This is an optimization exercise on Yosys and OpenROAD, whose aim is small area, a short achievable clock period and few clock cycles per item, not a production implementation.
In this exercise RTL edits were held to simulation tests only and were not proved equivalent to the original.
Power figures rest on the tool's default switching activity, not on a simulated workload.

[flow/design.v]
module single_divider (Clk, a_in, d_in, q_out, r_out);
input Clk;
input [7:0] a_in, d_in;
output [7:0] q_out, r_out;
wire [0:0] x0 = a_in[7:7];
wire [1:0] b_0;
wire [0:0] df_0;
assign b_0[0] = 1'b0;
assign df_0[0] = x0[0] ^ d_in[0] ^ b_0[0];
assign b_0[1] = (~x0[0] & d_in[0]) | (~(x0[0] ^ d_in[0]) & b_0[0]);
wire ge_0 = (d_in[7:1] == 0) && !b_0[1];
wire [0:0] r1 = ge_0 ? df_0 : x0;
wire [0:0] qq1 = {ge_0};
wire [6:0] aa1 = a_in[6:0];
wire [1:0] x1 = {r1, aa1[6:6]};
wire [2:0] b_1;
wire [1:0] df_1;
assign b_1[0] = 1'b0;
assign df_1[0] = x1[0] ^ d_in[0] ^ b_1[0];
assign b_1[1] = (~x1[0] & d_in[0]) | (~(x1[0] ^ d_in[0]) & b_1[0]);
assign df_1[1] = x1[1] ^ d_in[1] ^ b_1[1];
assign b_1[2] = (~x1[1] & d_in[1]) | (~(x1[1] ^ d_in[1]) & b_1[1]);
wire ge_1 = (d_in[7:2] == 0) && !b_1[2];
wire [1:0] r2 = ge_1 ? df_1 : x1;
wire [1:0] qq2 = {qq1, ge_1};
wire [5:0] aa2 = aa1[5:0];
wire [2:0] x2 = {r2, aa2[5:5]};
wire [3:0] b_2;
wire [2:0] df_2;
assign b_2[0] = 1'b0;
assign df_2[0] = x2[0] ^ d_in[0] ^ b_2[0];
assign b_2[1] = (~x2[0] & d_in[0]) | (~(x2[0] ^ d_in[0]) & b_2[0]);
assign df_2[1] = x2[1] ^ d_in[1] ^ b_2[1];
assign b_2[2] = (~x2[1] & d_in[1]) | (~(x2[1] ^ d_in[1]) & b_2[1]);
assign df_2[2] = x2[2] ^ d_in[2] ^ b_2[2];
assign b_2[3] = (~x2[2] & d_in[2]) | (~(x2[2] ^ d_in[2]) & b_2[2]);
wire ge_2 = (d_in[7:3] == 0) && !b_2[3];
wire [2:0] r3 = ge_2 ? df_2 : x2;
wire [2:0] qq3 = {qq2, ge_2};
wire [4:0] aa3 = aa2[4:0];
reg [2:0] r_p1;
always @(posedge Clk) r_p1 <= r3;
reg [4:0] a_p1;
always @(posedge Clk) a_p1 <= aa3;
reg [2:0] q_p1;
always @(posedge Clk) q_p1 <= qq3;
reg [7:0] d_p1;
always @(posedge Clk) d_p1 <= d_in;
wire [3:0] x3 = {r_p1, a_p1[4:4]};
wire [4:0] b_3;
wire [3:0] df_3;
assign b_3[0] = 1'b0;
assign df_3[0] = x3[0] ^ d_p1[0] ^ b_3[0];
assign b_3[1] = (~x3[0] & d_p1[0]) | (~(x3[0] ^ d_p1[0]) & b_3[0]);
assign df_3[1] = x3[1] ^ d_p1[1] ^ b_3[1];
assign b_3[2] = (~x3[1] & d_p1[1]) | (~(x3[1] ^ d_p1[1]) & b_3[1]);
assign df_3[2] = x3[2] ^ d_p1[2] ^ b_3[2];
assign b_3[3] = (~x3[2] & d_p1[2]) | (~(x3[2] ^ d_p1[2]) & b_3[2]);
assign df_3[3] = x3[3] ^ d_p1[3] ^ b_3[3];
assign b_3[4] = (~x3[3] & d_p1[3]) | (~(x3[3] ^ d_p1[3]) & b_3[3]);
wire ge_3 = (d_p1[7:4] == 0) && !b_3[4];
wire [3:0] r4 = ge_3 ? df_3 : x3;
wire [3:0] qq4 = {q_p1, ge_3};
wire [3:0] aa4 = a_p1[3:0];
wire [4:0] x4 = {r4, aa4[3:3]};
wire [5:0] b_4;
wire [4:0] df_4;
assign b_4[0] = 1'b0;
assign df_4[0] = x4[0] ^ d_p1[0] ^ b_4[0];
assign b_4[1] = (~x4[0] & d_p1[0]) | (~(x4[0] ^ d_p1[0]) & b_4[0]);
assign df_4[1] = x4[1] ^ d_p1[1] ^ b_4[1];
assign b_4[2] = (~x4[1] & d_p1[1]) | (~(x4[1] ^ d_p1[1]) & b_4[1]);
assign df_4[2] = x4[2] ^ d_p1[2] ^ b_4[2];
assign b_4[3] = (~x4[2] & d_p1[2]) | (~(x4[2] ^ d_p1[2]) & b_4[2]);
assign df_4[3] = x4[3] ^ d_p1[3] ^ b_4[3];
assign b_4[4] = (~x4[3] & d_p1[3]) | (~(x4[3] ^ d_p1[3]) & b_4[3]);
assign df_4[4] = x4[4] ^ d_p1[4] ^ b_4[4];
assign b_4[5] = (~x4[4] & d_p1[4]) | (~(x4[4] ^ d_p1[4]) & b_4[4]);
wire ge_4 = (d_p1[7:5] == 0) && !b_4[5];
wire [4:0] r5 = ge_4 ? df_4 : x4;
wire [4:0] qq5 = {qq4, ge_4};
wire [2:0] aa5 = aa4[2:0];
reg [4:0] r_p2;
always @(posedge Clk) r_p2 <= r5;
reg [2:0] a_p2;
always @(posedge Clk) a_p2 <= aa5;
reg [4:0] q_p2;
always @(posedge Clk) q_p2 <= qq5;
reg [7:0] d_p2;
always @(posedge Clk) d_p2 <= d_p1;
wire [5:0] x5 = {r_p2, a_p2[2:2]};
wire [6:0] b_5;
wire [5:0] df_5;
assign b_5[0] = 1'b0;
assign df_5[0] = x5[0] ^ d_p2[0] ^ b_5[0];
assign b_5[1] = (~x5[0] & d_p2[0]) | (~(x5[0] ^ d_p2[0]) & b_5[0]);
assign df_5[1] = x5[1] ^ d_p2[1] ^ b_5[1];
assign b_5[2] = (~x5[1] & d_p2[1]) | (~(x5[1] ^ d_p2[1]) & b_5[1]);
assign df_5[2] = x5[2] ^ d_p2[2] ^ b_5[2];
assign b_5[3] = (~x5[2] & d_p2[2]) | (~(x5[2] ^ d_p2[2]) & b_5[2]);
assign df_5[3] = x5[3] ^ d_p2[3] ^ b_5[3];
assign b_5[4] = (~x5[3] & d_p2[3]) | (~(x5[3] ^ d_p2[3]) & b_5[3]);
assign df_5[4] = x5[4] ^ d_p2[4] ^ b_5[4];
assign b_5[5] = (~x5[4] & d_p2[4]) | (~(x5[4] ^ d_p2[4]) & b_5[4]);
assign df_5[5] = x5[5] ^ d_p2[5] ^ b_5[5];
assign b_5[6] = (~x5[5] & d_p2[5]) | (~(x5[5] ^ d_p2[5]) & b_5[5]);
wire ge_5 = (d_p2[7:6] == 0) && !b_5[6];
wire [5:0] r6 = ge_5 ? df_5 : x5;
wire [5:0] qq6 = {q_p2, ge_5};
wire [1:0] aa6 = a_p2[1:0];
wire [6:0] x6 = {r6, aa6[1:1]};
wire [7:0] b_6;
wire [6:0] df_6;
assign b_6[0] = 1'b0;
assign df_6[0] = x6[0] ^ d_p2[0] ^ b_6[0];
assign b_6[1] = (~x6[0] & d_p2[0]) | (~(x6[0] ^ d_p2[0]) & b_6[0]);
assign df_6[1] = x6[1] ^ d_p2[1] ^ b_6[1];
assign b_6[2] = (~x6[1] & d_p2[1]) | (~(x6[1] ^ d_p2[1]) & b_6[1]);
assign df_6[2] = x6[2] ^ d_p2[2] ^ b_6[2];
assign b_6[3] = (~x6[2] & d_p2[2]) | (~(x6[2] ^ d_p2[2]) & b_6[2]);
assign df_6[3] = x6[3] ^ d_p2[3] ^ b_6[3];
assign b_6[4] = (~x6[3] & d_p2[3]) | (~(x6[3] ^ d_p2[3]) & b_6[3]);
assign df_6[4] = x6[4] ^ d_p2[4] ^ b_6[4];
assign b_6[5] = (~x6[4] & d_p2[4]) | (~(x6[4] ^ d_p2[4]) & b_6[4]);
assign df_6[5] = x6[5] ^ d_p2[5] ^ b_6[5];
assign b_6[6] = (~x6[5] & d_p2[5]) | (~(x6[5] ^ d_p2[5]) & b_6[5]);
assign df_6[6] = x6[6] ^ d_p2[6] ^ b_6[6];
assign b_6[7] = (~x6[6] & d_p2[6]) | (~(x6[6] ^ d_p2[6]) & b_6[6]);
wire ge_6 = (d_p2[7:7] == 0) && !b_6[7];
wire [6:0] r7 = ge_6 ? df_6 : x6;
wire [6:0] qq7 = {qq6, ge_6};
wire [0:0] aa7 = aa6[0:0];
reg [6:0] r_p3;
always @(posedge Clk) r_p3 <= r7;
reg [0:0] a_p3;
always @(posedge Clk) a_p3 <= aa7;
reg [6:0] q_p3;
always @(posedge Clk) q_p3 <= qq7;
reg [7:0] d_p3;
always @(posedge Clk) d_p3 <= d_p2;
wire [7:0] x7 = {r_p3, a_p3[0:0]};
wire [8:0] b_7;
wire [7:0] df_7;
assign b_7[0] = 1'b0;
assign df_7[0] = x7[0] ^ d_p3[0] ^ b_7[0];
assign b_7[1] = (~x7[0] & d_p3[0]) | (~(x7[0] ^ d_p3[0]) & b_7[0]);
assign df_7[1] = x7[1] ^ d_p3[1] ^ b_7[1];
assign b_7[2] = (~x7[1] & d_p3[1]) | (~(x7[1] ^ d_p3[1]) & b_7[1]);
assign df_7[2] = x7[2] ^ d_p3[2] ^ b_7[2];
assign b_7[3] = (~x7[2] & d_p3[2]) | (~(x7[2] ^ d_p3[2]) & b_7[2]);
assign df_7[3] = x7[3] ^ d_p3[3] ^ b_7[3];
assign b_7[4] = (~x7[3] & d_p3[3]) | (~(x7[3] ^ d_p3[3]) & b_7[3]);
assign df_7[4] = x7[4] ^ d_p3[4] ^ b_7[4];
assign b_7[5] = (~x7[4] & d_p3[4]) | (~(x7[4] ^ d_p3[4]) & b_7[4]);
assign df_7[5] = x7[5] ^ d_p3[5] ^ b_7[5];
assign b_7[6] = (~x7[5] & d_p3[5]) | (~(x7[5] ^ d_p3[5]) & b_7[5]);
assign df_7[6] = x7[6] ^ d_p3[6] ^ b_7[6];
assign b_7[7] = (~x7[6] & d_p3[6]) | (~(x7[6] ^ d_p3[6]) & b_7[6]);
assign df_7[7] = x7[7] ^ d_p3[7] ^ b_7[7];
assign b_7[8] = (~x7[7] & d_p3[7]) | (~(x7[7] ^ d_p3[7]) & b_7[7]);
wire ge_7 = 1'b1 && !b_7[8];
wire [7:0] r8 = ge_7 ? df_7 : x7;
wire [7:0] qq8 = {q_p3, ge_7};
reg [7:0] r_p4;
always @(posedge Clk) r_p4 <= r8;
reg [7:0] q_p4;
always @(posedge Clk) q_p4 <= qq8;
assign q_out = q_p4;
assign r_out = r_p4;
endmodule
`timescale 1 ns / 100 ps
module Out_of_Order_divider (clk, rst, start, memory_write_complete, dd_addr, dd_data, qr_we, qr_addr, qr_data);
input clk, rst, start;
output memory_write_complete;
output [4:0] dd_addr;
input [15:0] dd_data;
output qr_we;
output [4:0] qr_addr;
output [15:0] qr_data;
reg [5:0] cnt;
wire last = cnt[5] && (cnt[1:0] == 2'd3);
always @(posedge clk, posedge rst)
begin
  if (rst)
    cnt <= 6'd0;
  else if (last)
    cnt <= 6'd0;
  else if (start || cnt != 6'd0)
    cnt <= cnt + 6'd1;
end
wire [5:0] wcnt = cnt - 6'd4;
assign dd_addr = cnt[4:0];
assign qr_we = (cnt >= 6'd4);
assign qr_addr = wcnt[4:0];
assign memory_write_complete = last;
single_divider divider (.Clk(clk), .a_in(dd_data[15:8]), .d_in(dd_data[7:0]), .q_out(qr_data[15:8]), .r_out(qr_data[7:0]));
endmodule
[flow/flow/run.sh]
#!/bin/bash
set -euo pipefail
bash standard.sh BUFFER_PORTS_ARGS="-buffer_cell sky130_fd_sc_hd__buf_1" ADDER_MAP_FILE= CTS_ARGS="-sink_clustering_enable -repair_clock_nets -dont_use_dummy_load" finish > standard.log 2>&1
[flow/standard.sh]
#!/bin/bash
# synth_recipe.tcl (not shown) runs the flow's synth.tcl, then flattens the netlist and writes it again
# the make line also repeats each setting of config.mk as NAME=value (left out here)
make -C /OpenROAD-flow-scripts/flow DESIGN_CONFIG=/design/flow/config.mk WORK_HOME=/design/flow/orfs CLKGATE_MAP_FILE= SYNTH_SCRIPT=/design/flow/synth_recipe.tcl "${@:-finish}"
[flow/config.mk]
export PLATFORM = sky130hd
export DESIGN_NAME = Out_of_Order_divider
export DESIGN_NICKNAME = Out_of_Order_divider
export VERILOG_FILES = /design/flow/design.v
export SDC_FILE = /design/flow/constraint.sdc
export NUM_CORES = 4
export LEC_CHECK = 0
export ABC_AREA = 1
export CAP_MARGIN = 20
export CORE_MARGIN = 2
export CORE_UTILIZATION = 40
export PLACE_DENSITY = 0.6
export SETUP_SLACK_MARGIN = 2.8
export SLEW_MARGIN = 20
[flow/constraint.sdc]
create_clock -name core_clock -period 6.0 [get_ports {clk}]
set_input_delay 1.2000 -clock core_clock [delete_from_list [all_inputs] [get_ports {clk}]]
set_output_delay 1.2000 -clock core_clock [all_outputs]
set_load 0.01 [all_outputs]
==> results.cfg, run 1 <==
[cells_and_area]
area_delta_synth_final_pct = 11.5
antenna_cells = 0
nNetsFinal = 479
drive_gt1_frac = 0.114
seq_area_um2 = 1730
nFillCells = 819
multiInputGateArea_um2 = 1360

[yosys]
synth_cell_types = 32
synth_area_leaders = dfxtp_1 47%, nand2_1 10%, inv_1 5.9%, dfrtp_1 4.5%, nor2_1 4.3%
ys_warn_count = 2
synth_most_common_cell = nand2_1
syn_inst = 411
yosysTopAreaCell = dfxtp_1
async_reset_ff_frac = 0.0706
synth-main-ff-cell = dfxtp_1
muxShareOfSynthArea = 0
synthAdderAreaFrac = 0.00336
synth_top_family_by_area = simple AND/OR/NAND/NOR gates
synth_top_cell_area_share = 0.471
synth_area_um2 = 3360
ys_ff_latch = 85
syn_area_per_cell_um2 = 8.16
synth-compound-area-share = 0.0805
yosys.area_share.simple = 0.254
synth_common_cells = 93 x nand2_1, 79 x dfxtp_1, 53 x inv_1
yosysSeqAreaShare = 0.516
synth_edf_count = 0
synth_nets = 430
synth_xor_area_frac = 0.0623

[clock_tree]
numCtsBuffers = 9
clock-sinks = 85
clk_latency_ns = 0.35
cts_tree = built
clockBufferDepth = 2
clkTransAtPathRegs_ns = 0.09
cts_root_buffer = clkbuf_8
cts_post_setup_buffers_inserted = 0
h-tree-depth = 3

[timing]
min_period_ns = 2.95
tightest_slew_ns = 0.631
finalSetupViolations = 0
report.final.hold_viol_count = 0
setup_tns_ns = 0
timing.final.crit_share = 0.492
slew_violations = 0
rsz0062_at_grt = no
max_freq_ghz = 0.339
slew_headroom = 0.578
skew_ns = 0.0264
worst_slack_ns = 3.05
holdWs_ns = 0.308

[detailed_routing]
wl_um = 5420
viasPerCell = 4.45
wl_per_cell_um = 9.62
drc = 0
drtIter0Drc = 61
via_count = 2507
drt-pass1-iter-count = 4
antenna_left = 0

[power]
seqPwrFrac = 0.526
power_density_nw_per_um2 = 352
p_switching_mw = 0.416
vdd_drop_max_uv = 98.5
clkPwrFrac = 0.228
leakage_nw = 1.76
p_int_mw = 0.900
p_comb_frac = 0.246
switching_share = 0.316
finalPower_mw = 1.32

[floorplanning]
core_area_um2 = 8180
rows = 33
fp.dieH_um = 95.6
io_pins = 47
die_x_um = 95.6
initial_core_util = 0.410
die_area_um2 = 9140

[critical_path]
crit_arrival_ns = 3.16
cp-start-kind = input pin
path_class = in2reg
cp-end-kind = flip-flop
worstPathRequired_ns = 6.21
path_max_fanout = 5

[global_routing]
grt_overflow = 0
grt_pass1_wl_um = 9120
antenna_found_initial = 0
track_usage = 0.131
grt_pass1_vias = 2234
grt_max_degree = 17

[placement]
dp_hpwl_um = 4260
place_ws_ns = 2.43
globalplace.congestion = 0.841
portBuffers = 46

[min_path]
min_path_type = reg2reg

[run_status]
status = finished clean

[job]
maxCapViolations = 0
path summary, 6_finish.rpt:
check                                start  slack, ns  cells after the start              end
setup reg to reg           divider.d_p2[0]       3.25                     27  divider.r_p3[4]
min in group asynchronous              rst       0.74                      2           cnt[3]
max in group asynchronous              rst       5.07                      2           cnt[1]
hold reg to reg            divider.q_p2[1]       0.31                      0  divider.q_p3[3]
hold / removal             divider.q_p2[1]       0.31                      0  divider.q_p3[3]
setup / recovery                dd_data[6]       3.05                     15  divider.r_p1[0]
worst max-delay path: stages:
cell and delay (ns):
buf_1 0.11, nor4_4 0.32, inv_1 0.09, nor2_1 0.15
inv_1 0.08, a21oi_1 0.13, o21ai_0 0.13, o21ai_1 0.17
nand2_1 0.08, nand2_1 0.10, o21ai_1 0.08, nand3_1 0.08
nand3_1 0.14, o21ai_0 0.20, o21ai_0 0.10
power by group through the flow:
stage / registers [mW] / logic (mW) / clock network, mW
2_1_floorplan: 0.709 / 0.263 / 0
5_1_grt: 0.703 / 0.380 / 0.341
6_report: 0.692 / 0.324 / 0.299
4_1_cts: 0.692 / 0.328 / 0.317
3_3_place_gp: 0.702 / 0.320 / 0
3_5_place_dp: 0.705 / 0.327 / 0
flip-flops by register name, summed over array words and instances (netlist names):
signal,flops
divider.q_p3,7
cnt,6
divider.q_p1,3
divider.q_p2,5
divider.a_p3,1
divider.a_p1,5
divider.r_p4,8
divider.d_p1,8
divider.r_p2,5
divider.r_p1,3
divider.r_p3,7
divider.a_p2,3
divider.d_p2,8
divider.d_p3,8
divider.q_p4,8
area by class of cell:
cell class	instances	share of cell area
clock buffer	9	0.0331
inverter	59	0.0599
multi-input combinational	259	0.363
sequential	85	0.463
tap	105	0.0351
timing repair buffer	46	0.0462
cell families after synthesis:
logic type,Yosys count
compound gates,47
fa+ha+maj,1
xor+xnor,23
buf+inv,67
simple gates,188
flops,85
cells in the final DEF (no fill, tap or decap), drive strengths merged:
cell | netlist | final
a211oi | 1 | 1
a21oi | 5 | 5
a31oi | 10 | 10
and2 | 2 | 2
buf | 8 | 46
clkbuf | 0 | 9
dfrtp | 6 | 6
dfxtp | 79 | 79
inv | 59 | 59
maj3 | 1 | 1
nand2 | 107 | 107
nand3 | 19 | 19
nand3b | 1 | 1
nand4 | 2 | 2
nor2 | 38 | 38
nor3 | 2 | 2
nor4 | 2 | 2
o21ai | 28 | 28
o21bai | 1 | 1
o31ai | 1 | 1
o32ai | 1 | 1
or2 | 15 | 15
xnor2 | 14 | 14
xor2 | 9 | 9
metrics by stage:
stage	instances	cell area [um2]	utilization
3_5_place_dp	554	3600	0.441
2_1_floorplan	411	3360	-
5_1_grt	563	3740	0.458
6_report	563	3740	0.458
4_1_cts	563	3730	0.457
3_3_place_gp	554	3600	0.441
per-layer routing:
metal,up-vias,part of all wire,global-route usage
li1,1361,-,-
met1,1092,0.46,0.143
met2,45,0.49,0.227
met3,9,0.036,0.0348
met4,0,0.020,0.0738
met5,-,0,0
repair_timing:
item,in CTS,in global routing
pin swaps,0,0
hold buffers,0,0
resized for setup,1,3
setup endpoints to repair,1,4
Testbench counts, summed over its fixed seeds: cycles 6,912, jobs 192.
==> run 2, diff against run 1 <==
--- a/flow/config.mk
+++ b/flow/config.mk
@@ -12,3 +12,3 @@
 export PLACE_DENSITY = 0.6
-export SETUP_SLACK_MARGIN = 2.8
+export SETUP_SLACK_MARGIN = 3.4
 export SLEW_MARGIN = 20
==> results.cfg, run 2 <==
[timing]
rsz0062_at_grt = yes
max_freq_ghz = 0.357
skew_ns = 0.0241
tightest_slew_ns = 0.797
finalSetupViolations = 0
timing.final.crit_share = 0.466
slew_headroom = 0.467
slew_violations = 0
min_period_ns = 2.80
report.final.hold_viol_count = 0
setup_tns_ns = 0

[clock_tree]
clk_latency_ns = 0.35
numCtsBuffers = 9
clkTransAtPathRegs_ns = 0.09
h-tree-depth = 3
clockBufferDepth = 2
cts_tree = built
cts_root_buffer = clkbuf_8
clock-sinks = 85

[yosys]
yosysSeqAreaShare = 0.516
synth_area_um2 = 3360
synth-main-ff-cell = dfxtp_1
synth_edf_count = 0
synth_top_cell_area_share = 0.471
ys_ff_latch = 85
synth_most_common_cell = nand2_1
synth_area_leaders = dfxtp_1 47%, nand2_1 10%, inv_1 5.9%, dfrtp_1 4.5%, nor2_1 4.3%
synth_common_cells = 93 x nand2_1, 79 x dfxtp_1, 53 x inv_1
syn_area_per_cell_um2 = 8.16
synth_cell_types = 32
ys_warn_count = 2
yosysTopAreaCell = dfxtp_1
async_reset_ff_frac = 0.0706
syn_inst = 411
synth_nets = 430

[global_routing]
track_usage = 0.143
grt_overflow = 0
grt_max_degree = 16
grt_pass1_vias = 2324
antenna_found_initial = 0
grt_pass1_wl_um = 10000

[detailed_routing]
wl_per_cell_um = 10.5
wl_um = 6230
drc = 0
antenna_left = 0
drtIter0Drc = 48
via_count = 2708
drt-pass1-iter-count = 4
viasPerCell = 4.58

[critical_path]
r2r_start = divider.d_p2[2]
worstPathRequired_ns = 6.25
cp-start-kind = input pin
path_max_fanout = 2
cp-startpoint = dd_data[6]
path_class = in2reg
crit_arrival_ns = 3.05
reg2regPathDepth = 27
reg2reg_to = divider.r_p3[1]
r2r_setup_slack_ns = 3.35
cp-end-kind = flip-flop
crit_path_end = divider.r_p1[2]

[floorplanning]
die_area_um2 = 9140
rows = 33
die_x_um = 95.6
fp.dieH_um = 95.6
initial_core_util = 0.410
io_pins = 47
core_area_um2 = 8180

[cells_and_area]
finalNonFillerCells = 591
nNetsFinal = 507
drive_gt1_frac = 0.313
area_delta_synth_final_pct = 27.8
final_common_cell = dfxtp_1
layout_common_cells = 72 x dfxtp_1, 67 x nand2_1, 46 x inv_1
antenna_cells = 0

[power]
leakage_nw = 1.97
power_density_nw_per_um2 = 322
vdd_drop_max_uv = 118
finalPower_mw = 1.38

[placement]
portBuffers = 46
dp_hpwl_um = 4320
place_inst = 554
globalplace.congestion = 0.850

[min_path]
min_path_type = reg2reg
min_path_cells = 0

[job]
maxCapViolations = 0

[run_status]
status = finished clean
## run 2: cell counts after synthesis
Identical to the previous run, type by type.
## run 2: worst min path at each step
| stage | slack [ns] | start | end |
|---|---|---|---|
| 2_1_floorplan | 0.31 | divider.a_p1[0] | divider.a_p2[0] |
| 3_3_place_gp | 0.31 | divider.a_p1[0] | divider.a_p2[0] |
| 3_5_place_dp | 0.31 | divider.q_p2[4] | divider.q_p3[6] |
| 4_1_cts | 0.32 | divider.a_p1[1] | divider.a_p2[1] |
| 5_1_grt | 0.32 | divider.a_p1[1] | divider.a_p2[1] |
| 6_report | 0.31 | divider.a_p1[1] | divider.a_p2[1] |
## run 2: final cells by class
class / count / area (um2)
timing repair inverter: 1 / 7.51
inverter: 59 / 236
timing repair buffer: 73 / 395
sequential: 85 / 1750
tap: 105 / 131
clock buffer: 9 / 124
multi-input combinational: 259 / 1650
fill: 792 / 3890
## run 2: kinds of logic after synthesis
| family | count (synthesis) | synth area share |
|---|---|---|
| AO/OA/AOI/OAI | 47 | 0.0805 |
| adder cells (fa/ha/maj) | 1 | 0.00336 |
| AND/OR/NAND/NOR | 188 | 0.254 |
| XOR/XNOR | 23 | 0.0623 |
| buffers and inverters | 67 | 0.0839 |
| flip-flops | 85 | 0.516 |
## run 2: per-stage QoR
stage	setup slack [ns]	hold WS [ns]	cell area (um2)	util
global route	3.11	0.321	4290	0.525
CTS	3.20	0.316	3920	0.479
global placement	2.90	0.310	3630	0.444
finish	3.20	0.311	4290	0.525
floorplan	3.21	0.310	3390	-
detailed placement	2.77	0.312	3630	0.444
## run 2: what timing repair did
| item | 4_1_cts | 5_1_grt |
|---|---|---|
| hold buffers | 0 | 0 |
| gates resized for setup | 15 | 88 |
| gates cloned | 0 | 1 |
| pin swaps | 11 | 28 |
| endpoints found under the hold margin | 0 | 0 |
| endpoints found under the setup margin | 17 | 27 |
| setup buffers | 16 | 11 |
## run 2: where the power goes
group          internal, mW  leakage, nW  switching [mW]
sequential            0.641        0.732          0.0559
combinational         0.154         1.17           0.226
clock                 0.134       0.0647           0.169
## run 2: worst max-delay path, cell delays in order
cell      delay [ns]
clkbuf_2        0.11
nor4_4          0.33
inv_2           0.10
buf_6           0.12
buf_4           0.12
buf_4           0.12
buf_4           0.12
buf_4           0.12
buf_4           0.12
buf_4           0.12
buf_4           0.12
buf_4           0.12
o32ai_2         0.22
## run 2: per-layer routing
| metal | track usage | part of all wire |
|---|---|---|
| met5 | 0 | 0 |
| met4 | 0.0810 | 0.033 |
| met3 | 0.0379 | 0.033 |
| met2 | 0.249 | 0.51 |
| met1 | 0.155 | 0.43 |
==> run 3, diff against run 2 <==
--- a/flow/config.mk
+++ b/flow/config.mk
@@ -12,3 +12,3 @@
 export PLACE_DENSITY = 0.6
-export SETUP_SLACK_MARGIN = 3.4
+export SETUP_SLACK_MARGIN = 3.1
 export SLEW_MARGIN = 20
==> results.cfg, run 3 <==
[yosys]
ys_warn_count = 2
ys_ff_latch = 85
synth_common_cells = 93 x nand2_1, 79 x dfxtp_1, 53 x inv_1
yosysSeqAreaShare = 0.516
synth_cell_types = 32
synth_nets = 430
async_reset_ff_frac = 0.0706
synth_area_leaders = dfxtp_1 47%, nand2_1 10%, inv_1 5.9%, dfrtp_1 4.5%, nor2_1 4.3%
syn_inst = 411
syn_area_per_cell_um2 = 8.16
synth_area_um2 = 3360
synth-main-ff-cell = dfxtp_1
synth_most_common_cell = nand2_1
synth_top_cell_area_share = 0.471
yosysTopAreaCell = dfxtp_1
synth_edf_count = 0

[clock_tree]
clkTransAtPathRegs_ns = 0.08
clockBufferDepth = 2
clk_latency_ns = 0.35
numCtsBuffers = 9
cts_root_buffer = clkbuf_8
cts_tree = built
clock-sinks = 85
h-tree-depth = 3
cts_hold_buf = 0

[detailed_routing]
antenna_left = 0
highest_layer = met4
wl_met3_um = 230
met2_length_um = 2760
drt-pass1-iter-count = 4
drtIter0Drc = 71
viasPerCell = 4.45
drc = 0
via_count = 2526
wl_um = 5540
wl_per_cell_um = 9.76
wl_met1_um = 2420

[timing]
max_freq_ghz = 0.344
slew_violations = 0
tightest_slew_ns = 0.619
finalSetupViolations = 0
worst_slack_ns = 3.09
rsz0062_at_grt = yes
holdWs_ns = 0.323
skew_ns = 0.0203
setup_tns_ns = 0
timing.final.crit_share = 0.485
report.final.hold_viol_count = 0
slew_headroom = 0.586
min_period_ns = 2.91

[critical_path]
path_max_fanout = 5
cp-end-kind = flip-flop
cp-start-kind = input pin
cpPeakStageDelay_ns = 0.29
cpMaxStageDelayCell = nor4_4
cp_cell_sequence = buf_8 -> nor2_4 -> inv_2 -> nor4_4 -> inv_2 -> nor2_4 -> inv_2 -> a21oi_2 -> o21ai_2 -> o21ai_2 -> nand2_1 -> nand2_2 -> o21ai_2 -> nand3_1 -> nand3_2 -> o21ai_1 -> o21ai_0
worstPathRequired_ns = 6.22
crit_arrival_ns = 3.13
path_class = in2reg

[global_routing]
track_usage = 0.126
grt_pass1_vias = 2165
grt_overflow = 0
antenna_found_initial = 0
grt_pass1_wl_um = 8810
grt_max_degree = 15

[power]
power_density_nw_per_um2 = 340
finalPower_mw = 1.33
vdd_drop_max_uv = 116
leakage_nw = 1.82

[floorplanning]
fp.dieH_um = 95.6
io_pins = 47
rows = 33
initial_core_util = 0.410
die_x_um = 95.6
core_area_um2 = 8180
die_area_um2 = 9140

[cells_and_area]
layout_common_cells = 87 x nand2_1, 76 x dfxtp_1, 48 x inv_1
drive_gt1_frac = 0.190
antenna_cells = 0
nNetsFinal = 484
area_delta_synth_final_pct = 16.5
final_common_cell = nand2_1

[placement]
globalplace.congestion = 0.829
place_ws_ns = 2.68
portBuffers = 46
dp_hpwl_um = 4190

[job]
maxCapViolations = 0

[min_path]
min_path_type = reg2reg

[run_status]
status = finished clean
## run 3: cell counts after synthesis
No cell type changed its count.
## run 3: layout make-up
type                    instances  area [um2]
fillers                       824        4270
multi-input cells             259        1460
well taps                     105         131
clock buffers                   9         124
inverters                      59         224
flip-flops and latches         85        1740
repair buffers                 51         235
## run 3: cells by family after synthesis
logic type | after synthesis | share of synthesized area
AOI/OAI and AO/OA | 47 | 0.0805
xor gates and xnor gates | 23 | 0.0623
adders and majority gates | 1 | 0.00336
buffers and inverters | 67 | 0.0839
DFF | 85 | 0.516
and+or+nand+nor | 188 | 0.254
## run 3: power by group
group / switching, mW / leakage (nW) / total (mW) / internal [mW]
registers: 0.0512 / 0.731 / 0.693 / 0.641
clock network: 0.166 / 0.0647 / 0.300 / 0.134
logic: 0.204 / 1.02 / 0.339 / 0.135
total: 0.421 / 1.82 / 1.33 / 0.910
## run 3: path summary, 6_finish.rpt
check	cells past startpoint	start	slack, ns	to
worst max-delay path	17	dd_data[3]	3.09	divider.r_p1[0]
worst min-delay path	0	divider.a_p1[1]	0.32	divider.a_p2[1]
worst max register to register	28	divider.r_p2[0]	3.36	divider.r_p3[1]
worst min register to register	0	divider.a_p1[1]	0.32	divider.a_p2[1]
max in group asynchronous	2	rst	5.05	cnt[5]
min in group asynchronous	2	rst	0.74	cnt[0]
## run 3: timing repair
action,in CTS,in global routing
gates resized for setup,1,41
endpoints found under the setup margin,2,21
pin swaps,0,9
buffers inserted,0,5
## run 3: worst max-delay path: cells and delay by family
kind	cells	cell delay (ns)
AO/OA/AOI/OAI	6	0.68
AND/OR/NAND/NOR	7	0.96
buffers and inverters	4	0.29
## run 3: metal layers
layer | global-route usage | vias up
li1 | - | 1374
met1 | 0.140 | 1103
met2 | 0.220 | 39
met5 | 0 | -
met4 | 0.0750 | 0
met3 | 0.0285 | 10
## run 3: per-stage QoR
| step | area, um2 | cells | utilization |
|---|---|---|---|
| 2_1_floorplan | 3360 | 411 | - |
| 3_3_place_gp | 3610 | 554 | 0.441 |
| 4_1_cts | 3740 | 563 | 0.458 |
| 3_5_place_dp | 3610 | 554 | 0.441 |
| 6_report | 3910 | 568 | 0.478 |
| 5_1_grt | 3910 | 568 | 0.478 |
==> run 4, diff against run 3 <==
--- a/flow/config.mk
+++ b/flow/config.mk
@@ -7,3 +7,2 @@
 export LEC_CHECK = 0
-export ABC_AREA = 1
 export CAP_MARGIN = 20
@@ -12,3 +11,3 @@
 export PLACE_DENSITY = 0.6
-export SETUP_SLACK_MARGIN = 3.1
+export SETUP_SLACK_MARGIN = 2.5
 export SLEW_MARGIN = 20
==> results.cfg, run 4 <==
[run_status]
status = finished clean

[power]
vdd_drop_max_uv = 114
seqPwrFrac = 0.528
p_switching_mw = 0.412
power_density_nw_per_um2 = 339
clkPwrFrac = 0.223
leakage_nw = 1.49
switching_share = 0.309
p_int_mw = 0.924
p_comb_frac = 0.249

[clock_tree]
clkTransAtPathRegs_ns = 0.09
clockBufferDepth = 2
cts_post_setup_buffers_inserted = 0
h-tree-depth = 3
clk_latency_ns = 0.35
cts_tree = built
numCtsBuffers = 9
cts_root_buffer = clkbuf_8
clock-sinks = 85

[yosys]
synth_nets = 376
synth_common_cells = 79 x dfxtp_1, 34 x xnor2_1, 31 x nand2_1
synth_area_leaders = dfxtp_1 44%, xnor2_1 8.3%, dfrtp_1 4.2%, nand2_1 3.2%, xor2_1 3.2%
synth_top_cell_area_share = 0.441
synth-main-ff-cell = dfxtp_1
synth_most_common_cell = dfxtp_1
ys_warn_count = 2
async_reset_ff_frac = 0.0706
synth_area_um2 = 3580
synth_cell_types = 65
syn_inst = 357
synth_edf_count = 0
yosysSeqAreaShare = 0.483
syn_area_per_cell_um2 = 10.0
ys_ff_latch = 85
yosysTopAreaCell = dfxtp_1

[floorplanning]
fp.dieH_um = 98.6
io_pins = 47
initial_core_util = 0.411
rows = 34
die_x_um = 98.6
die_area_um2 = 9730
core_area_um2 = 8720

[critical_path]
cp-end-kind = flip-flop
cp-start-kind = flip-flop
path_class = reg2reg
cp_cell_sequence = or2_1 -> a211oi_4 -> o221ai_4 -> a21oi_1 -> xnor2_1 -> o21a_1 -> a221o_1 -> o31ai_2 -> o41ai_4 -> nor3_1 -> a311oi_2 -> xnor2_1
worstPathRequired_ns = 6.27
crit_arrival_ns = 3.53
cp_common_cell = xnor2_1
cpPeakStageDelay_ns = 0.56
path_max_fanout = 8
cpMaxStageDelayCell = o41ai_4
r2r_setup_slack_ns = 2.74

[placement]
globalplace.congestion = 0.827
portBuffers = 46
dp_hpwl_um = 4380

[timing]
tightest_slew_ns = 0.812
timing.final.crit_share = 0.543
min_period_ns = 3.26
max_freq_ghz = 0.307
rsz0062_at_grt = no
report.final.hold_viol_count = 0
skew_ns = 0.0316
setup_tns_ns = 0
slew_headroom = 0.445
slew_violations = 0
finalSetupViolations = 0

[detailed_routing]
drt-pass1-iter-count = 4
viasPerCell = 4.87
via_count = 2459
antenna_left = 0
drc = 0
wl_um = 5720
drtIter0Drc = 67
wl_per_cell_um = 11.3

[global_routing]
antenna_found_initial = 0
grt_pass1_wl_um = 9780
grt_pass1_vias = 2307
grt_max_degree = 18
grt_overflow = 0
track_usage = 0.125

[cells_and_area]
multiInputGateArea_um2 = 1690
nFillCells = 835
area_delta_synth_final_pct = 9.95
drive_gt1_frac = 0.101
final_common_cell = dfxtp_1
antenna_cells = 0
seq_area_um2 = 1730
final_core_util = 0.452
nNetsFinal = 418
layout_common_cells = 77 x dfxtp_1, 46 x buf_1, 33 x xnor2_1

[min_path]
min_path_type = reg2reg

[job]
maxCapViolations = 0
## run 4: cell types whose count changed in the layout (fill, tap and decap cells not counted), moves of 9 or more
| cell | before | now |
|---|---|---|
| or2_2 | 14 | 1 |
| a21oi_1 | 4 | 14 |
| nand3_1 | 15 | 6 |
| inv_1 | 48 | 21 |
| nand2_1 | 87 | 31 |
| inv_2 | 10 | 1 |
| xnor2_1 | 14 | 33 |
| nand2_2 | 16 | 0 |
## run 4: layer usage
metal	GRT usage	part of all wire	routed length [um]	vias up
met5	0	0	0	-
met4	0.0674	0.022	127	0
met3	0.0362	0.035	202	11
met2	0.216	0.50	2870	39
met1	0.138	0.44	2520	1121
li1	-	-	-	1288
## run 4: layout make-up
| type | count | area share |
|---|---|---|
| clock buffer | 9 | 0.0314 |
| inverter | 22 | 0.0210 |
| multi-input combinational | 235 | 0.429 |
| sequential | 85 | 0.440 |
| tap | 108 | 0.0343 |
| timing repair buffer | 46 | 0.0438 |
## run 4: metrics by stage
| stage | instances | worst slack, ns | power [mW] | instance area [um2] | hold WS (ns) |
|---|---|---|---|---|---|
| floorplan | 357 | 2.97 | 0.994 | 3580 | 0.310 |
| global placement | 496 | 2.47 | 1.04 | 3800 | 0.310 |
| detailed placement | 496 | 2.38 | 1.05 | 3800 | 0.312 |
| CTS | 505 | 2.59 | 1.36 | 3920 | 0.310 |
| global route | 505 | 2.50 | 1.43 | 3940 | 0.308 |
| finish | 505 | 2.74 | 1.34 | 3940 | 0.305 |
## run 4: critical path, delay by kind of cell (launching register included)
family / cells / cell delay, ns
AO/OA/AOI/OAI: 8 / 2.05
AND/OR/NAND/NOR: 2 / 0.42
XOR/XNOR: 2 / 0.37
flip-flops: 1 / 0.36
## run 4: timing repair
action	CTS	global route
endpoints found under the setup margin	0	6
resized for setup	0	5
hold buffers	0	0
## run 4: power groups by stage
stage / Clock [mW] / Sequential, mW / Combinational, mW
after floorplan: 0 / 0.710 / 0.285
after global placement: 0 / 0.715 / 0.329
after detailed placement: 0 / 0.718 / 0.336
after CTS: 0.316 / 0.705 / 0.337
after global routing: 0.335 / 0.716 / 0.375
final: 0.298 / 0.705 / 0.333
## run 4: cell families after synthesis
| kind of cell | synth area share |
|---|---|
| buffers and inverters | 0.0489 |
| adder cells (fa/ha/maj) | 0.0318 |
| flip-flops | 0.483 |
| XOR/XNOR | 0.115 |
| AND/OR/NAND/NOR | 0.144 |
| multiplexers | 0.00314 |
| AO/OA/AOI/OAI | 0.174 |
## run 4: final timing paths
path,start,end,cells past startpoint
worst max-delay path,divider.d_p2[6],divider.r_p3[1],12
worst min-delay path,divider.q_p2[0],divider.q_p3[2],0
worst max register to register,divider.d_p2[6],divider.r_p3[1],12
worst min register to register,divider.q_p2[0],divider.q_p3[2],0
max in group asynchronous,rst,cnt[4],2
min in group asynchronous,rst,cnt[3],2
==> run 5, diff against run 4 <==
--- a/flow/config.mk
+++ b/flow/config.mk
@@ -7,2 +7,3 @@
 export LEC_CHECK = 0
+export ABC_AREA = 1
 export CAP_MARGIN = 20
==> results.cfg, run 5 <==
[yosys]
synth_area_um2 = 3360
synth_most_common_cell = nand2_1
yosysSeqAreaShare = 0.516
synth_cell_types = 32
yosysTopAreaCell = dfxtp_1
ys_ff_latch = 85
async_reset_ff_frac = 0.0706
synth_top_cell_area_share = 0.471
synth_common_cells = 93 x nand2_1, 79 x dfxtp_1, 53 x inv_1
ys_warn_count = 2
syn_area_per_cell_um2 = 8.16
syn_inst = 411
synth-main-ff-cell = dfxtp_1
synth_area_leaders = dfxtp_1 47%, nand2_1 10%, inv_1 5.9%, dfrtp_1 4.5%, nor2_1 4.3%
synth_edf_count = 0
synth_nets = 430

[clock_tree]
clkTransAtPathRegs_ns = 0.09
numCtsBuffers = 9
clk_latency_ns = 0.35
cts_post_setup_buffers_inserted = 0
h-tree-depth = 3
cts_root_buffer = clkbuf_8
cts_tree = built
clock-sinks = 85
cts_resized = 0
cts_hold_buf = 0
clockBufferDepth = 2

[placement]
dp_hpwl_um = 4260
portBuffers = 46
globalplace.congestion = 0.841
place_inst = 554

[power]
seqPwrFrac = 0.526
vdd_drop_max_uv = 98.5
switching_share = 0.316
clkPwrFrac = 0.228
finalPower_mw = 1.32
p_switching_mw = 0.415
power_density_nw_per_um2 = 352
leakage_nw = 1.76
p_comb_frac = 0.246
p_int_mw = 0.900

[floorplanning]
io_pins = 47
die_area_um2 = 9140
fp.dieH_um = 95.6
core_area_um2 = 8180
initial_core_util = 0.410
rows = 33
die_x_um = 95.6

[cells_and_area]
layout_common_cells = 93 x nand2_1, 79 x dfxtp_1, 53 x inv_1
drive_gt1_frac = 0.114
nNetsFinal = 479
nFillCells = 820
area_delta_synth_final_pct = 11.2
finalNonFillerCells = 563
antenna_cells = 0
final_common_cell = nand2_1

[critical_path]
cpPeakStageDelay_ns = 0.22
path_max_fanout = 5
cp_cell_sequence = buf_1 -> nor2_1 -> inv_1 -> nor4_2 -> inv_1 -> nor2_1 -> inv_1 -> a21oi_1 -> o21ai_0 -> o21ai_0 -> inv_1 -> nand2_1 -> nand2_1 -> o21ai_0 -> nand3_1 -> nand3_1 -> inv_1 -> o32ai_1
cpMaxStageDelayCell = nor4_2
cp-start-kind = input pin
worstPathRequired_ns = 6.23
crit_arrival_ns = 3.34
crit_family = simple AND/OR/NAND/NOR gates
path_buf_inv = 6
path_class = in2reg
cp-end-kind = flip-flop
cp_common_cell = inv_1

[detailed_routing]
viasPerCell = 4.45
drc = 0
drt-pass1-iter-count = 4
wl_um = 5420
via_count = 2508
wl_per_cell_um = 9.62
drtIter0Drc = 60
antenna_left = 0

[job]
maxCapViolations = 0

[global_routing]
grt_pass1_wl_um = 9080
grt_max_degree = 17
track_usage = 0.130
grt_pass1_vias = 2223
antenna_found_initial = 0
grt_overflow = 0

[timing]
max_freq_ghz = 0.322
slew_headroom = 0.578
report.final.hold_viol_count = 0
skew_ns = 0.0265
min_period_ns = 3.11
tightest_slew_ns = 0.631
finalSetupViolations = 0
slew_violations = 0
setup_tns_ns = 0
timing.final.crit_share = 0.518
rsz0062_at_grt = no

[run_status]
status = finished clean

[min_path]
min_path_type = reg2reg
-- run 5: changes by cell type after synthesis, sizes merged, moves of 11 or more --
cell	before	now
nand2	32	107
inv	22	59
xnor2	34	14
nand3	6	19
nor2	26	38
or2	3	15
o21ai	17	28
-- run 5: layout make-up --
type	count	area (um2)	share of cell area
multi-input cells	259	1350	0.361
repair buffers	46	173	0.0463
clock buffers	9	124	0.0332
inverters	59	224	0.0600
flip-flops and latches	85	1730	0.464
well taps	105	131	0.0352
-- run 5: through the flow --
stage                     hold WS (ns)  area [um2]  setup slack, ns   util
final                            0.308        3730             2.89  0.457
after CTS                        0.309        3730             2.79  0.456
after global placement           0.312        3600             2.58  0.441
after detailed placement         0.313        3600             2.43  0.441
after floorplan                  0.310        3360             2.97      -
after global routing             0.319        3730             2.62  0.457
-- run 5: power by group through the flow --
stage	clock network [mW]	registers [mW]	logic [mW]
floorplan	0	0.709	0.263
global placement	0	0.702	0.320
detailed placement	0	0.705	0.327
CTS	0.317	0.692	0.328
global route	0.341	0.703	0.379
finish	0.300	0.692	0.323
-- run 5: logic make-up after synthesis --
kind of cell	synth area share
XOR/XNOR	0.0623
AND/OR/NAND/NOR	0.254
buffers and inverters	0.0839
flip-flops	0.516
adder cells (fa/ha/maj)	0.00336
AO/OA/AOI/OAI	0.0805
-- run 5: path summary, 6_finish.rpt --
path / start / end / slack [ns] / cells past startpoint
min in group asynchronous: rst / cnt[3] / 0.74 / 2
hold / removal: divider.q_p2[1] / divider.q_p3[3] / 0.31 / 0
max in group asynchronous: rst / cnt[1] / 5.07 / 2
setup / recovery: dd_data[4] / divider.r_p1[2] / 2.89 / 18
setup reg to reg: divider.d_p2[0] / divider.r_p3[4] / 3.25 / 27
hold reg to reg: divider.q_p2[1] / divider.q_p3[3] / 0.31 / 0
-- run 5: metal layers --
| metal | routed length [um] | global-route usage | vias to the layer above | share of wire |
|---|---|---|---|---|
| met2 | 2630 | 0.225 | 45 | 0.49 |
| li1 | - | - | 1361 | - |
| met3 | 194 | 0.0348 | 9 | 0.036 |
| met1 | 2480 | 0.143 | 1093 | 0.46 |
| met4 | 112 | 0.0738 | 0 | 0.021 |
| met5 | 0 | 0 | - | 0 |
-- run 5: worst reg2reg max path: stages, from the launching register on --
cell,delay (ns)
dfxtp_1,0.40
nand2_1,0.13
o21ai_2,0.20
nand2_2,0.08
nand2_2,0.06
nand2_2,0.05
nand2_1,0.07
nand2_2,0.06
nand2_2,0.08
nand2_2,0.08
nand2_1,0.07
nand2_1,0.06
nand2_1,0.08
nand2_1,0.07
nand3_1,0.09
nand2_1,0.11
nand2_1,0.07
nand2_1,0.08
nand2_1,0.09
nand2_1,0.07
nand2_2,0.07
nand2_1,0.06
nand2_2,0.08
nand2_2,0.07
nand2_4,0.10
nand2_4,0.09
nand2_1,0.11
nand2_1,0.05
==> run 6, diff against run 5 <==
==> flow/flow/run.sh (replaced) <==
#!/bin/bash
set -euo pipefail
bash standard.sh BUFFER_PORTS_ARGS="-buffer_cell sky130_fd_sc_hd__buf_1" ADDER_MAP_FILE= CTS_ARGS="-sink_clustering_enable -repair_clock_nets -dont_use_dummy_load -sink_clustering_size 30 -sink_clustering_max_diameter 200" finish > standard.log 2>&1
--- a/flow/config.mk
+++ b/flow/config.mk
@@ -7,3 +7,2 @@
 export LEC_CHECK = 0
-export ABC_AREA = 1
 export CAP_MARGIN = 20
==> results.cfg, run 6 <==
[placement]
post_dp_cell_area_um2 = 3800
place_ws_ns = 2.38
globalplace.congestion = 0.827
portBuffers = 46
dp_hpwl_um = 4380

[yosys]
synth_area_um2 = 3580
synth_edf_count = 0
syn_inst = 357
synth_top_cell_area_share = 0.441
synth_most_common_cell = dfxtp_1
async_reset_ff_frac = 0.0706
synth_cell_types = 65
ys_ff_latch = 85
ys_warn_count = 2
yosysTopAreaCell = dfxtp_1
yosysSeqAreaShare = 0.483
synth_nets = 376
synth_area_leaders = dfxtp_1 44%, xnor2_1 8.3%, dfrtp_1 4.2%, nand2_1 3.2%, xor2_1 3.2%
synth-main-ff-cell = dfxtp_1
syn_area_per_cell_um2 = 10.0
synth_common_cells = 79 x dfxtp_1, 34 x xnor2_1, 31 x nand2_1

[floorplanning]
initial_core_util = 0.411
rows = 34
die_x_um = 98.6
fp.dieH_um = 98.6
core_area_um2 = 8720
io_pins = 47
die_area_um2 = 9730

[run_status]
status = finished clean

[detailed_routing]
drc = 0
via_count = 2459
wl_per_cell_um = 11.3
antenna_left = 0
drtIter0Drc = 67
wl_um = 5720
drt-pass1-iter-count = 4
viasPerCell = 4.87

[power]
vdd_drop_max_uv = 114
power_density_nw_per_um2 = 339
leakage_nw = 1.49

[critical_path]
crit_family = compound AO/OA/AOI/OAI gates
cp-startpoint = divider.d_p2[6]
path_max_fanout = 8
r2r_setup_slack_ns = 2.74
worstPathRequired_ns = 6.27
crit_arrival_ns = 3.53
crit_path_end = divider.r_p3[1]
reg2reg_to = divider.r_p3[1]
r2r_start = divider.d_p2[6]
cp-end-kind = flip-flop
cpPeakStageDelay_ns = 0.56
path_class = reg2reg
cp-start-kind = flip-flop
crit_cells = 12
cpMaxStageDelayCell = o41ai_4
cp_cell_sequence = or2_1 -> a211oi_4 -> o221ai_4 -> a21oi_1 -> xnor2_1 -> o21a_1 -> a221o_1 -> o31ai_2 -> o41ai_4 -> nor3_1 -> a311oi_2 -> xnor2_1
cp_common_cell = xnor2_1
reg2regPathDepth = 12
path_buf_inv = 0

[timing]
report.final.hold_viol_count = 0
skew_ns = 0.0316
rsz0062_at_grt = no
finalSetupViolations = 0
worst_slack_ns = 2.74
setup_tns_ns = 0
slew_headroom = 0.445
min_period_ns = 3.26
timing.final.crit_share = 0.543
tightest_slew_ns = 0.812
max_freq_ghz = 0.307
slew_violations = 0

[clock_tree]
clkTransAtPathRegs_ns = 0.09
cts_resized = 0
cts_tree = built
cts_hold_buf = 0
cts_root_buffer = clkbuf_8
h-tree-depth = 3
clockBufferDepth = 2
cts_post_setup_buffers_inserted = 0
clk_latency_ns = 0.35
numCtsBuffers = 9
clock-sinks = 85

[cells_and_area]
drive_gt1_frac = 0.101
area_delta_synth_final_pct = 9.95
final_common_cell = dfxtp_1
final_core_util = 0.452
nNetsFinal = 418
antenna_cells = 0
final_cell_area_um2 = 3940
layout_common_cells = 77 x dfxtp_1, 46 x buf_1, 33 x xnor2_1
nFillCells = 835

[global_routing]
grt_pass1_vias = 2307
grt_max_degree = 18
track_usage = 0.125
grt_pass1_wl_um = 9780
grt_overflow = 0
antenna_found_initial = 0

[job]
maxCapViolations = 0

[min_path]
min_path_type = reg2reg
-- run 6: area by class of cell --
class	instances	area, um2	area share
inverters	22	82.6	0.0210
flip-flops and latches	85	1730	0.440
multi-input cells	235	1690	0.429
well taps	108	135	0.0343
clock buffers	9	124	0.0314
repair buffers	46	173	0.0438
-- run 6: how the worst min path moves through the flow --
stage,from,to,cells past startpoint
after floorplan,divider.a_p1[0],divider.a_p2[0],0
after global placement,divider.q_p2[4],divider.q_p3[6],0
after detailed placement,divider.q_p1[1],divider.q_p2[3],0
after CTS,divider.q_p2[0],divider.q_p3[2],0
after global routing,divider.q_p2[0],divider.q_p3[2],0
final,divider.q_p2[0],divider.q_p3[2],0
-- run 6: per-layer routing --
metal,vias up,global-route usage,wire (um)
met4,0,0.0674,127
met3,11,0.0362,202
met1,1121,0.138,2520
met5,-,0,0
met2,39,0.216,2870
li1,1288,-,-
-- run 6: cells by family after synthesis --
| kind of cell | share of synthesized area |
|---|---|
| buffers and inverters | 0.0489 |
| DFF | 0.483 |
| and+or+nand+nor | 0.144 |
| muxes | 0.00314 |
| adders and majority gates | 0.0318 |
| AOI/OAI and AO/OA | 0.174 |
| xor gates and xnor gates | 0.115 |
-- run 6: through the flow --
step                total power, mW  hold WS [ns]  cells
global placement               1.04         0.310    496
global route                   1.43         0.308    505
floorplan                     0.994         0.310    357
detailed placement             1.05         0.312    496
finish                         1.34         0.305    505
CTS                            1.36         0.310    505
-- run 6: report_power, final --
part           internal, mW  switching, mW  total (mW)
combinational         0.149          0.184       0.333
sequential            0.641         0.0644       0.705
clock                 0.134          0.164       0.298
-- run 6: worst register-to-register path: stages (launching register included) --
cell	delay, ns
dfxtp_1	0.36
or2_1	0.30
a211oi_4	0.34
o221ai_4	0.21
a21oi_1	0.20
xnor2_1	0.23
o21a_1	0.21
a221o_1	0.16
o31ai_2	0.10
o41ai_4	0.56
nor3_1	0.12
a311oi_2	0.28
xnor2_1	0.14
==> run 7, diff against run 6 <==
==> flow/flow/run.sh (replaced) <==
#!/bin/bash
# Layout flow: the standard layout (standard.sh: ORFS from synthesis to
# finish) with two changes to how the layout is made:
#  - synthesis leaves the adders to ABC (ADDER_MAP_FILE empty, so no full- or
#    half-adder cells are extracted) and ABC restructures the divider's borrow
#    chains for delay; the registers come out exactly as in the standard run;
#  - every input and output port is buffered by a sky130_fd_sc_hd__buf_1.
# The tools' full output goes to standard.log; ORFS keeps its per-step logs
# under orfs/logs.
set -euo pipefail
bash standard.sh BUFFER_PORTS_ARGS="-buffer_cell sky130_fd_sc_hd__buf_1" ADDER_MAP_FILE= finish > standard.log 2>&1
--- a/flow/config.mk
+++ b/flow/config.mk
@@ -11,3 +11,2 @@
 export PLACE_DENSITY = 0.6
-export SETUP_SLACK_MARGIN = 2.5
 export SLEW_MARGIN = 20
==> results.cfg, run 7 <==
[detailed_routing]
viasPerCell = 4.84
drt-pass1-iter-count = 4
drtIter0Drc = 67
via_count = 2476
wl_um = 5740
wl_per_cell_um = 11.2
antenna_left = 0
drc = 0

[global_routing]
met1_usage = 0.139
grt_pass1_wl_um = 9870
grt_util_met3 = 0.0362
antenna_found_initial = 0
track_usage = 0.126
grt_pass1_vias = 2316
grt_use_met2 = 0.218
grt_max_degree = 18
busiest_layer = met2
grt_overflow = 0

[yosys]
synth_area_leaders = dfxtp_1 44%, xnor2_1 8.3%, dfrtp_1 4.2%, nand2_1 3.2%, xor2_1 3.2%
synth_cell_types = 65
synth_common_cells = 79 x dfxtp_1, 34 x xnor2_1, 31 x nand2_1
synth_area_um2 = 3580
yosysTopAreaCell = dfxtp_1
synth-main-ff-cell = dfxtp_1
synth_edf_count = 0
synth_most_common_cell = dfxtp_1
synth_nets = 376
syn_area_per_cell_um2 = 10.0
async_reset_ff_frac = 0.0706
yosysSeqAreaShare = 0.483
ys_warn_count = 2
ys_ff_latch = 85
syn_inst = 357
synth_top_cell_area_share = 0.441

[critical_path]
cp_cell_sequence = nand2b_1 -> o211a_4 -> or3_1 -> a22oi_2 -> xnor2_1 -> or3_1 -> a221o_1 -> o31ai_2 -> o41ai_4 -> nor3_1 -> a311oi_2 -> xnor2_1
r2r_setup_slack_ns = 2.60
cp-end-kind = flip-flop
path_class = reg2reg
cp-start-kind = flip-flop
worstPathRequired_ns = 6.29
path_max_fanout = 10
cpMaxStageDelayCell = o41ai_4
crit_arrival_ns = 3.69
cpPeakStageDelay_ns = 0.56

[clock_tree]
clk_latency_ns = 0.35
clkTransAtPathRegs_ns = 0.09
numCtsBuffers = 9
clockBufferDepth = 2
clock-sinks = 85
cts_root_buffer = clkbuf_8
cts_hold_buf = 0
cts_tree = built
cts_post_setup_buffers_inserted = 0
cts_resized = 0
h-tree-depth = 3

[power]
power_density_nw_per_um2 = 355
finalPower_mw = 1.42
leakage_nw = 1.51
vdd_drop_max_uv = 129

[timing]
min_period_ns = 3.40
setup_tns_ns = 0
report.final.hold_viol_count = 0
max_freq_ghz = 0.294
timing.final.crit_share = 0.566
rsz0062_at_grt = no
tightest_slew_ns = 0.813
finalSetupViolations = 0
slew_headroom = 0.444
slew_violations = 0
skew_ns = 0.00931

[placement]
globalplace.congestion = 0.827
dp_hpwl_um = 4380
portBuffers = 46

[floorplanning]
rows = 34
fp.dieH_um = 98.6
io_pins = 47
core_area_um2 = 8720
die_area_um2 = 9730
initial_core_util = 0.411
die_x_um = 98.6

[cells_and_area]
final_common_cell = dfxtp_1
nNetsFinal = 418
final_core_util = 0.457
layout_common_cells = 79 x dfxtp_1, 46 x buf_1, 34 x xnor2_1
multiInputGateArea_um2 = 1680
area_delta_synth_final_pct = 11.3
seq_area_um2 = 1730
nFillCells = 833
antenna_cells = 0
drive_gt1_frac = 0.106

[min_path]
min_path_type = reg2reg

[job]
maxCapViolations = 0

[run_status]
status = finished clean
run 7: cell counts after synthesis:
No cell type changed its count.
run 7: kinds of logic after synthesis:
family	Yosys count	synth area share
fa+ha+maj	11	0.0318
compound gates	71	0.174
mux	1	0.00314
buf+inv	37	0.0489
flops	85	0.483
xor+xnor	47	0.115
simple gates	105	0.144
run 7: stage by stage:
step | cells | instance area (um2) | setup slack, ns | hold slack, ns
floorplan | 357 | 3580 | 2.97 | 0.310
global placement | 496 | 3800 | 2.47 | 0.310
detailed placement | 496 | 3800 | 2.38 | 0.312
CTS | 512 | 3990 | 2.59 | 0.333
global route | 512 | 3990 | 2.27 | 0.334
finish | 512 | 3990 | 2.60 | 0.333
run 7: routing by layer:
layer | vias to the layer above | wire length, um
li1 | 1293 | -
met1 | 1130 | 2550
met2 | 39 | 2850
met3 | 14 | 185
met4 | 0 | 151
met5 | - | 0
run 7: layout make-up:
class	instances	share of cell area
Sequential cell	85	0.434
Clock inverter	7	0.0163
Clock buffer	9	0.0311
Timing Repair Buffer	46	0.0433
Inverter	22	0.0207
Multi-Input combinational cell	235	0.420
Tap cell	108	0.0339
run 7: critical path, delay by kind of cell (launching register included):
family	cells	cell delay, ns
AO/OA/AOI/OAI	6	1.56
flip-flops	1	0.50
XOR/XNOR	2	0.41
AND/OR/NAND/NOR	4	0.86
run 7: worst paths after layout:
path	startpoint	endpoint	cells after the start
setup / recovery	divider.d_p2[0]	divider.r_p3[1]	12
setup reg to reg	divider.d_p2[0]	divider.r_p3[1]	12
hold / removal	divider.a_p1[0]	divider.a_p2[0]	0
min in group asynchronous	rst	cnt[1]	2
hold reg to reg	divider.a_p1[0]	divider.a_p2[0]	0
max in group asynchronous	rst	cnt[4]	2
run 7: power by group:
group          leakage [nW]  internal, mW  switching [mW]  total, mW
registers             0.733         0.640          0.0638      0.704
logic                 0.684         0.148           0.184      0.332
clock network        0.0947         0.161           0.220      0.381
total                  1.51         0.949           0.467       1.42
==> run 8, diff against run 7 <==
--- a/flow/config.mk
+++ b/flow/config.mk
@@ -11,2 +11,3 @@
 export PLACE_DENSITY = 0.6
+export SETUP_SLACK_MARGIN = 2.5
 export SLEW_MARGIN = 20
==> results.cfg, run 8 <==
[yosys]
synth_xor_area_frac = 0.115
syn_inst = 357
synth_cell_types = 65
ys_ff_latch = 85
synth-main-ff-cell = dfxtp_1
synth_nets = 376
synth_most_common_cell = dfxtp_1
synth_common_cells = 79 x dfxtp_1, 34 x xnor2_1, 31 x nand2_1
yosys.area_share.simple = 0.144
async_reset_ff_frac = 0.0706
synth_top_cell_area_share = 0.441
synthAdderAreaFrac = 0.0318
synth_area_um2 = 3580
yosysSeqAreaShare = 0.483
synth_area_leaders = dfxtp_1 44%, xnor2_1 8.3%, dfrtp_1 4.2%, nand2_1 3.2%, xor2_1 3.2%
ys_warn_count = 2
synth-compound-area-share = 0.174
yosysTopAreaCell = dfxtp_1
synth_top_family_by_area = compound AO/OA/AOI/OAI gates
synth_edf_count = 0
muxShareOfSynthArea = 0.00314
syn_area_per_cell_um2 = 10.0

[placement]
dp_hpwl_um = 4380
globalplace.congestion = 0.827
portBuffers = 46
place_ws_ns = 2.38
place_inst = 496

[clock_tree]
h-tree-depth = 3
clockBufferDepth = 2
cts_post_setup_buffers_inserted = 0
cts_hold_buf = 0
numCtsBuffers = 9
clock-sinks = 85
cts_root_buffer = clkbuf_8
clk_latency_ns = 0.36
clkTransAtPathRegs_ns = 0.09
cts_tree = built

[critical_path]
cpPeakStageDelay_ns = 0.55
cpMaxStageDelayCell = o41ai_4
crit_family = compound AO/OA/AOI/OAI gates
path_buf_inv = 0
cp_cell_sequence = or2_1 -> a211oi_4 -> o221ai_4 -> a21oi_1 -> xnor2_1 -> o21a_1 -> a221o_1 -> o31ai_2 -> o41ai_4 -> nor3_1 -> a311oi_2 -> xnor2_1
cp_common_cell = xnor2_1
cp-end-kind = flip-flop
path_class = reg2reg
crit_arrival_ns = 3.55
path_max_fanout = 8
r2r_setup_slack_ns = 2.74
worstPathRequired_ns = 6.29
cp-start-kind = flip-flop
reg2reg_to = divider.r_p3[1]
reg2regPathDepth = 12
r2r_start = divider.d_p2[6]

[timing]
worst_slack_ns = 2.74
min_period_ns = 3.26
rsz0062_at_grt = no
timing.final.crit_share = 0.543
slew_headroom = 0.444
finalSetupViolations = 0
setup_tns_ns = 0
max_freq_ghz = 0.307
report.final.hold_viol_count = 0
skew_ns = 0.00972
tightest_slew_ns = 0.813
slew_violations = 0

[global_routing]
grt_overflow = 0
grt_pass1_wl_um = 9870
track_usage = 0.126
antenna_found_initial = 0
grt_max_degree = 18
grt_pass1_vias = 2316

[detailed_routing]
wl_um = 5770
wl_per_cell_um = 11.3
antenna_left = 0
drtIter0Drc = 67
via_count = 2476
viasPerCell = 4.84
drt-pass1-iter-count = 4
drc = 0

[job]
maxCapViolations = 0

[min_path]
hold_path_end = divider.a_p2[0]
min_path_type = reg2reg
min_path_cells = 0
worstHoldStart = divider.a_p1[0]

[cells_and_area]
multiInputGateArea_um2 = 1690
final_common_cell = dfxtp_1
finalNonFillerCells = 512
layout_common_cells = 75 x dfxtp_1, 46 x buf_1, 33 x xnor2_1
nNetsFinal = 418
antenna_cells = 0
nFillCells = 831
drive_gt1_frac = 0.121
final_core_util = 0.459
seq_area_um2 = 1740
area_delta_synth_final_pct = 11.8

[floorplanning]
die_area_um2 = 9730
io_pins = 47
die_x_um = 98.6
rows = 34
fp.dieH_um = 98.6
initial_core_util = 0.411
core_area_um2 = 8720

[run_status]
status = finished clean

[power]
finalPower_mw = 1.42
leakage_nw = 1.52
power_density_nw_per_um2 = 354
vdd_drop_max_uv = 129
[run 8: cell types whose count changed in the layout (fill, tap and decap cells not counted)]
cell	before	now
nand2_2	1	0
dfxtp_1	79	75
nand2_4	0	1
dfxtp_2	0	4
nor2b_1	8	7
nor2b_2	1	2
xnor2_1	34	33
xnor2_2	0	1
[run 8: worst reg2reg max path: cells and delay by family (launching register included)]
kind             cells  cell delay, ns
AO/OA/AOI/OAI        8            2.04
AND/OR/NAND/NOR      2            0.42
flip-flops           1            0.37
XOR/XNOR             2            0.36
[run 8: logic make-up after synthesis]
family                   after synthesis
AO/OA/AOI/OAI                         71
adder cells (fa/ha/maj)               11
flip-flops                            85
XOR/XNOR                              47
AND/OR/NAND/NOR                      105
multiplexers                           1
buffers and inverters                 37
[run 8: power by group]
| part | switching (mW) | internal (mW) |
|---|---|---|
| Sequential | 0.0642 | 0.640 |
| Combinational | 0.184 | 0.149 |
| Clock | 0.221 | 0.161 |
| Total | 0.470 | 0.950 |
[run 8: layout make-up]
type	count	share of cell area
clock buffers	9	0.0309
well taps	108	0.0337
inverters	22	0.0206
flip-flops and latches	85	0.433
repair buffers	46	0.0431
multi-input cells	235	0.422
clock inverters	7	0.0162
[run 8: through the flow]
stage	hold WS, ns	area [um2]
2_1_floorplan	0.310	3580
3_3_place_gp	0.310	3800
3_5_place_dp	0.312	3800
4_1_cts	0.333	3990
5_1_grt	0.334	4010
6_report	0.333	4010
[run 8: worst max path at each step]
stage | cells past startpoint | to | slack (ns) | startpoint
2_1_floorplan | 13 | divider.r_p3[1] | 2.97 | divider.d_p2[0]
3_3_place_gp | 11 | divider.r_p1[1] | 2.47 | dd_data[6]
3_5_place_dp | 11 | divider.r_p1[1] | 2.38 | dd_data[6]
4_1_cts | 12 | divider.r_p3[1] | 2.59 | divider.d_p2[0]
5_1_grt | 12 | divider.r_p3[1] | 2.51 | divider.a_p2[2]
6_report | 12 | divider.r_p3[1] | 2.74 | divider.d_p2[6]
[run 8: metal layers]
layer | GRT usage | vias to the layer above | wire length [um]
li1 | - | 1292 | -
met1 | 0.139 | 1125 | 2570
met2 | 0.218 | 43 | 2840
met3 | 0.0362 | 16 | 210
met4 | 0.0674 | 0 | 150
met5 | 0 | - | 0
[run 8: what timing repair did]
action                                  in CTS  in global routing
hold endpoints to repair                     0                  0
gates resized for setup                      0                  7
endpoints found under the setup margin       0                  2

## static timing again, ports no longer ideal
In the flow no input, the clock included, has a driving cell. The finished layouts below were timed again as built, in two steps.
Step 1 assumes that a clkbuf_16 drives the clock port and a buf_2 every other input.
Step 2 adds t to the input delays and takes it off the output delays; t is the mean of the earliest and latest rising clock arrival at the registers after step 1. Input paths then give back, and output paths get back, about the clock's delay inside the block.
Three values: no drivers, after step 1, after step 2; two values: the first two.
run | shift t [ns] | setup WS [ns] | worst hold slack (ns) | clock arrival spread, ns | worst register clock-pin slew, ns
run 1 | 0.365 | 3.051 / 3.062 / 2.697 | 0.308 / 0.308 / 0.308 | 0.028 / 0.028 | 0.09 / 0.09
run 2 | 0.369 | 3.202 / 3.211 / 2.842 | 0.311 / 0.311 / 0.311 | 0.024 / 0.025 | 0.09 / 0.09
run 3 | 0.365 | 3.089 / 3.081 / 2.715 | 0.323 / 0.323 / 0.323 | 0.021 / 0.021 | 0.08 / 0.08
run 4 | 0.370 | 2.743 / 2.743 / 2.386 | 0.305 / 0.305 / 0.305 | 0.033 / 0.033 | 0.09 / 0.09
run 5 | 0.365 | 2.890 / 2.901 / 2.536 | 0.308 / 0.308 / 0.308 | 0.028 / 0.027 | 0.09 / 0.09
run 6 | 0.370 | 2.743 / 2.743 / 2.386 | 0.305 / 0.305 / 0.305 | 0.033 / 0.033 | 0.09 / 0.09
run 7 | 0.381 | 2.601 / 2.601 / 2.402 | 0.333 / 0.333 / 0.333 | 0.010 / 0.010 | 0.09 / 0.09
run 8 | 0.388 | 2.741 / 2.741 / 2.402 | 0.333 / 0.333 / 0.333 | 0.011 / 0.011 | 0.09 / 0.09
After both steps every run listed still meets setup and hold. For run 3, which loses most, drivers alone change the setup slack by -0.008 ns; drivers and shift together by -0.374 ns.
